This design comes from an exercise in tuning for small area on the open sky130 flow, not from production work. In this exercise RTL edits were held to simulation tests only and were not proved equivalent to the original. The flow treats the clock pin as an ideal source. Dropping or thinning the clock tree relies on that and would not hold on a real chip. Power and IR drop assume default switching activity.

==> flow/design.v <==
module counterState(sel,r_end,y_end,g_end,cur_A,cur_B,clk,
                    last_sel,r,y,g,cnt_A,cnt_B);
	input [2:0]sel;
	input [6:0]r_end,y_end,g_end;
	input [6:0]cur_A,cur_B;
	input clk;
	output reg [2:0]last_sel;
	output reg [6:0]r,y,g;
	output reg [6:0]cnt_A,cnt_B;
	always@(posedge clk) begin
		last_sel<=sel;
		r<=r_end;
		y<=y_end;
		g<=g_end;
		cnt_A<=cur_A-1;
		cnt_B<=cur_B-1;
	end
endmodule
module counterLight(sel,r_end,y_end,g_end,clk,counter_A,counter_B);
	input [2:0]sel;
	input [6:0]r_end,y_end,g_end;
	input clk;
	output [6:0]counter_A,counter_B;
	wire [6:0]r,y,g,cnt_A,cnt_B;
	wire [2:0]last_sel;
	counterState state(sel,r_end,y_end,g_end,counter_A,counter_B,clk,
	                   last_sel,r,y,g,cnt_A,cnt_B);
	wire [6:0]w1,w2;
	wire [7:0]c1,c2;
	assign c1[0]=1'b0;
	assign c2[0]=1'b0;
	genvar i;
	generate for(i=0;i<7;i=i+1) begin:add
		assign w1[i]=r[i]^g[i]^c1[i];
		assign c1[i+1]=(r[i]&g[i])|(c1[i]&(r[i]^g[i]));
		assign w2[i]=w1[i]^y[i]^c2[i];
		assign c2[i+1]=(w1[i]&y[i])|(c2[i]&(w1[i]^y[i]));
	end endgenerate
	wire run=(sel==last_sel)&(sel!=3'd7);
	wire s0=~run&(sel==3'd0);
	wire s1=~run&(sel==3'd1);
	wire s2=~run&(sel==3'd2);
	wire s3=~run&(sel==3'd3);
	wire s4=~run&(sel==3'd4);
	wire s5=~run&(sel==3'd5);
	wire s6=~run&(sel==3'd6);
	assign counter_A=({7{run}}&cnt_A)|({7{s0|s3}}&r)|({7{s1}}&w2)|({7{s2}}&w1)|
	                 ({7{s4|s6}}&y)|({7{s5}}&g);
	assign counter_B=({7{run}}&cnt_B)|({7{s0|s6}}&r)|({7{s1|s3}}&y)|({7{s2}}&g)|
	                 ({7{s4}}&w1)|({7{s5}}&w2);
endmodule
export LEC_CHECK = 0
export CAP_MARGIN = 0
export CORE_MARGIN = 2
export CORE_UTILIZATION = 40
export GPL_TIMING_DRIVEN = 1
export SETUP_SLACK_MARGIN = 0.05
export SLEW_MARGIN = 0
create_clock -name core_clock -period 5.0 [get_ports {clk}]
standard.sh (not shown) runs the stock make flow with config.mk's settings and CLKGATE_MAP_FILE= SYNTH_SCRIPT=/design/flow/synth_recipe.tcl, a recipe that flattens the netlist after the stock synthesis.
==> flow/flow/run.sh <==
#!/bin/bash
# Standard layout with these changes:
#  - the full adders of the standard synthesis get the polarity that needs the
#    fewest inverters (fa_polarity.py), and the combinational logic is then
#    re-mapped for area (flip-flops, full adders and their names kept, remap.tcl);
#  - the port buffers are the smallest buffer, sky130_fd_sc_hd__buf_1;
#  - the clock is three buffers on the port instead of an H-tree (see cts_hook.tcl);
#  - timing-driven global placement does not keep its buffers, and gates off
#    the critical paths are downsized after global routing (RECOVER_POWER).
set -euo pipefail
export GPL_KEEP_OVERFLOW=0 RECOVER_POWER=100
export BUFFER_PORTS_ARGS="-buffer_cell sky130_fd_sc_hd__buf_1"
export PRE_CTS_TCL=$PWD/flow/cts_hook.tcl FLOW_CLOCK_PORT=clk FLOW_CLOCK_BUF=sky130_fd_sc_hd__clkbuf_8 FLOW_CLOCK_NBUF=3
R=$PWD/orfs/results/$FLOW_PLATFORM/counterLight/base

bash standard.sh synth > synth.log 2>&1
cp $R/1_2_yosys.v $R/1_2_yosys.std.v

export LIB=$FLOW_HOME/platforms/$FLOW_PLATFORM/lib/sky130_fd_sc_hd__tt_025C_1v80.lib
python3 flow/fa_polarity.py $R/1_2_yosys.std.v $R/1_2_yosys.pol.v > fa_polarity.log 2>&1
export NETLIST_IN=$R/1_2_yosys.pol.v NETLIST_OUT=$R/1_2_yosys.v TOP=$FLOW_TOP
DONT_USE_ARGS=""
for c in $(sed -n '/^export DONT_USE_CELLS/,/^#/p' $FLOW_HOME/platforms/$FLOW_PLATFORM/config.mk | grep -o 'sky130_fd_sc_hd__[a-z0-9_]*'); do
  DONT_USE_ARGS="$DONT_USE_ARGS -dont_use $c"
done
export DONT_USE_ARGS
export ABC_SCRIPT="+strash;&get,-n;&deepsyn,-J,20,-T,100;&dch,-f;&nf,-R,1000;&put;topo"
yosys -c flow/remap.tcl > remap.log 2>&1
rm -f $R/1_synth.odb $R/1_synth.sdc

bash standard.sh finish > standard.log 2>&1
Other scripts of this flow, unchanged in this note and not shown: flow/flow/cts_hook.tcl, flow/flow/fa_polarity.py, flow/flow/remap.tcl
The starting point finished but failed the layout checks on negative setup slack.
==> next run, changes <==
--- a/flow/design.v
+++ b/flow/design.v
@@ -22,22 +22,25 @@
 	input clk;
 	output [6:0]counter_A,counter_B;
 	wire [6:0]r,y,g,cnt_A,cnt_B;
 	wire [2:0]last_sel;
 	counterState state(sel,r_end,y_end,g_end,counter_A,counter_B,clk,
 	                   last_sel,r,y,g,cnt_A,cnt_B);
-	wire [6:0]w1,w2;
-	wire [7:0]c1,c2;
+	wire [6:0]w1,w2,s;
+	wire [7:0]c1,k,c2;
 	assign c1[0]=1'b0;
+	assign k[0]=1'b0;
 	assign c2[0]=1'b0;
 	genvar i;
 	generate for(i=0;i<7;i=i+1) begin:add
 		assign w1[i]=r[i]^g[i]^c1[i];
 		assign c1[i+1]=(r[i]&g[i])|(c1[i]&(r[i]^g[i]));
-		assign w2[i]=w1[i]^y[i]^c2[i];
-		assign c2[i+1]=(w1[i]&y[i])|(c2[i]&(w1[i]^y[i]));
+		assign s[i]=r[i]^g[i]^y[i];
+		assign k[i+1]=(r[i]&g[i])|(y[i]&(r[i]^g[i]));
+		assign w2[i]=s[i]^k[i]^c2[i];
+		assign c2[i+1]=(s[i]&k[i])|(c2[i]&(s[i]^k[i]));
 	end endgenerate
 	wire run=(sel==last_sel)&(sel!=3'd7);
 	wire s0=~run&(sel==3'd0);
 	wire s1=~run&(sel==3'd1);
 	wire s2=~run&(sel==3'd2);
 	wire s3=~run&(sel==3'd3);
Result: This time the run went through all stages and came out clean; sequential share of layout area went up by 1.3 points; total power went down by 4.4%; setup slack is better by 260 ps; final area went down by 3.4%; final cell count stays the same; combinational power went down by 16%; synthesized cell count went up by 6.5%; via count went up by 0.89%; clock power went up by about 3%; die area went up by 5.7%; register-to-register slack is better by 340 ps; critical path depth is unchanged; wire length went up by 0.60%.
No run of this note takes its clock network from TritonCTS; it comes from the design's own scripts or RTL.

Starts from the design.v that is shown in full above.
clock: 5.0 ns
lec_check: 0
cap_margin: 20
core_margin: 2
core_utilization: 40
gpl_timing_driven: 1
setup_slack_margin: 0.05
slew_margin: 20
==> flow/flow/run.sh <==
#!/bin/bash
# Standard layout with these changes:
#  - the full adders of the standard synthesis get the polarity that needs the
#    fewest inverters (fa_polarity.py), and the combinational logic is then
#    re-mapped for area (flip-flops, full adders and their names kept, remap.tcl);
#  - the port buffers are the smallest buffer, sky130_fd_sc_hd__buf_1;
#  - the clock is three buffers on the port instead of an H-tree (see cts_hook.tcl).
set -euo pipefail
export BUFFER_PORTS_ARGS="-buffer_cell sky130_fd_sc_hd__buf_1"
export PRE_CTS_TCL=$PWD/flow/cts_hook.tcl FLOW_CLOCK_PORT=clk FLOW_CLOCK_BUF=sky130_fd_sc_hd__clkbuf_8 FLOW_CLOCK_NBUF=3
R=$PWD/orfs/results/$FLOW_PLATFORM/counterLight/base

bash standard.sh synth > synth.log 2>&1
cp $R/1_2_yosys.v $R/1_2_yosys.std.v

export LIB=$FLOW_HOME/platforms/$FLOW_PLATFORM/lib/sky130_fd_sc_hd__tt_025C_1v80.lib
python3 flow/fa_polarity.py $R/1_2_yosys.std.v $R/1_2_yosys.pol.v > fa_polarity.log 2>&1
export NETLIST_IN=$R/1_2_yosys.pol.v NETLIST_OUT=$R/1_2_yosys.v TOP=$FLOW_TOP
DONT_USE_ARGS=""
for c in $(sed -n '/^export DONT_USE_CELLS/,/^#/p' $FLOW_HOME/platforms/$FLOW_PLATFORM/config.mk | grep -o 'sky130_fd_sc_hd__[a-z0-9_]*'); do
  DONT_USE_ARGS="$DONT_USE_ARGS -dont_use $c"
done
export DONT_USE_ARGS
export ABC_SCRIPT="+strash;&get,-n;&deepsyn,-J,20,-T,100;&dch,-f;&nf,-R,1000;&put;topo"
yosys -c flow/remap.tcl > remap.log 2>&1
rm -f $R/1_synth.odb $R/1_synth.sdc

bash standard.sh finish > standard.log 2>&1
Other scripts of this flow, unchanged in this note and not shown: flow/flow/cts_hook.tcl, flow/flow/fa_polarity.py, flow/flow/remap.tcl
The baseline finished with timing, DRC and antenna clean.
Change:
--- a/flow/design.v
+++ b/flow/design.v
@@ -24,18 +24,21 @@
 	wire [6:0]r,y,g,cnt_A,cnt_B;
 	wire [2:0]last_sel;
 	counterState state(sel,r_end,y_end,g_end,counter_A,counter_B,clk,
 	                   last_sel,r,y,g,cnt_A,cnt_B);
-	wire [6:0]w1,w2;
-	wire [7:0]c1,c2;
+	wire [6:0]w1,w2,s;
+	wire [7:0]c1,k,c2;
 	assign c1[0]=1'b0;
+	assign k[0]=1'b0;
 	assign c2[0]=1'b0;
 	genvar i;
 	generate for(i=0;i<7;i=i+1) begin:add
 		assign w1[i]=r[i]^g[i]^c1[i];
 		assign c1[i+1]=(r[i]&g[i])|(c1[i]&(r[i]^g[i]));
-		assign w2[i]=w1[i]^y[i]^c2[i];
-		assign c2[i+1]=(w1[i]&y[i])|(c2[i]&(w1[i]^y[i]));
+		assign s[i]=r[i]^g[i]^y[i];
+		assign k[i+1]=(r[i]&g[i])|(y[i]&(r[i]^g[i]));
+		assign w2[i]=s[i]^k[i]^c2[i];
+		assign c2[i+1]=(s[i]&k[i])|(c2[i]&(s[i]^k[i]));
 	end endgenerate
 	wire run=(sel==last_sel)&(sel!=3'd7);
 	wire s0=~run&(sel==3'd0);
 	wire s1=~run&(sel==3'd1);
What happened: Die area increases by about 6%; total power fell by about 2.7%; design area stays flat; clock skew came out higher by 6.0 ps; synthesized area came out higher by 6.0%; sequential power stays flat; final cell count is higher by about 2%; maximum frequency is higher by 2.3%; worst setup slack is better by 110 ps; flip-flop and latch count is unchanged; synthesized cell count came out higher by 6.5%; register-to-register slack is better by 220 ps; utilization fell by 3.6 points; clock power rises by about 3%.
In every run of this note, the design's own scripts or RTL, not TritonCTS, make the clock network.

RTL: the design.v shown in full above, as it stands there.
clock: 5.0 ns
lec_check: 0
cap_margin: 20
core_margin: 2
core_utilization: 40
slew_margin: 20
run.sh (not shown) runs the stock make flow with config.mk's settings and CLKGATE_MAP_FILE= SYNTH_SCRIPT=/design/flow/synth_recipe.tcl, a recipe that flattens the netlist after the stock synthesis.
Stock flow here: none of the scripts above is used.
Next try:
==> flow/design.v (replaced) <==
module counterState(sel,r_end,y_end,g_end,cur_A,cur_B,clk,
                    last_sel,r,y,g,cnt_A,cnt_B);
	input [2:0]sel;
	input [6:0]r_end,y_end,g_end;
	input [6:0]cur_A,cur_B;
	input clk;
	output reg [2:0]last_sel;
	output reg [6:0]r,y,g;
	output reg [6:0]cnt_A,cnt_B;
	always@(posedge clk) begin
		last_sel<=sel;
		r<=r_end;
		y<=y_end;
		g<=g_end;
		cnt_A<=cur_A-1;
		cnt_B<=cur_B-1;
	end
endmodule
module counterLight(sel,r_end,y_end,g_end,clk,counter_A,counter_B);
	input [2:0]sel;
	input [6:0]r_end,y_end,g_end;
	input clk;
	output [6:0]counter_A,counter_B;
	wire [6:0]r,y,g,cnt_A,cnt_B;
	wire [2:0]last_sel;
	counterState state(sel,r_end,y_end,g_end,counter_A,counter_B,clk,
	                   last_sel,r,y,g,cnt_A,cnt_B);
	wire [6:0]w1=r+g;
	wire [6:0]w2=w1+y;
	wire run=(sel==last_sel)&(sel!=3'd7);
	reg [6:0]start_A,start_B;
	always@(*) begin
	case(sel)
		3'd0:begin start_A=r;  start_B=r;  end
		3'd1:begin start_A=w2; start_B=y;  end
		3'd2:begin start_A=w1; start_B=g;  end
		3'd3:begin start_A=r;  start_B=y;  end
		3'd4:begin start_A=y;  start_B=w1; end
		3'd5:begin start_A=g;  start_B=w2; end
		3'd6:begin start_A=y;  start_B=r;  end
		default:begin start_A=7'd0; start_B=7'd0; end
	endcase
	end
	assign counter_A=run?cnt_A:start_A;
	assign counter_B=run?cnt_B:start_B;
endmodule
After rerunning: Routed wire length grows by 27%. Global-route usage stays flat. Non-clock buffer count is higher by 3. Worst setup slack improved by 0.033 ns. Clock skew barely changes. Die area rose by 21%. Power went up by 9.2%. Critical path depth came out lower by 1. First-iteration DRC count climbs by 10%.

## separate check: timing with driven ports
In the flow no input, the clock included, has a driving cell. The finished layouts below were timed again as built, in two steps.
Step 1 sets driving cells, clkbuf_16 on the clock port and buf_2 on the other inputs (assumed; they add their load-dependent delay and slew).
Step 2, shift: input delay + t, output delay - t, t = (earliest + latest rising clock arrival at the registers) / 2. This alone moves slack from input paths to output paths.
a / b / c = ideal ports / drivers / drivers and shift; a / b = the first two.
run | t, ns | slack for setup (ns) | worst setup path at the end
the first run of note 1 | 0.182 | -0.002 / -0.046 / 0.137 | register to output
the second run of note 1 | 0.183 | 0.254 / 0.212 / 0.395 | register to output
the first run of note 2 | 0.179 | 0.214 / 0.174 / 0.353 | register to output
the second run of note 2 | 0.182 | 0.322 / 0.282 / 0.464 | register to output
the first run of note 3 | 0.306 | 0.161 / 0.133 / 0.348 | input to output
the second run of note 3 | 0.329 | 0.194 / 0.164 / 0.417 | input to output
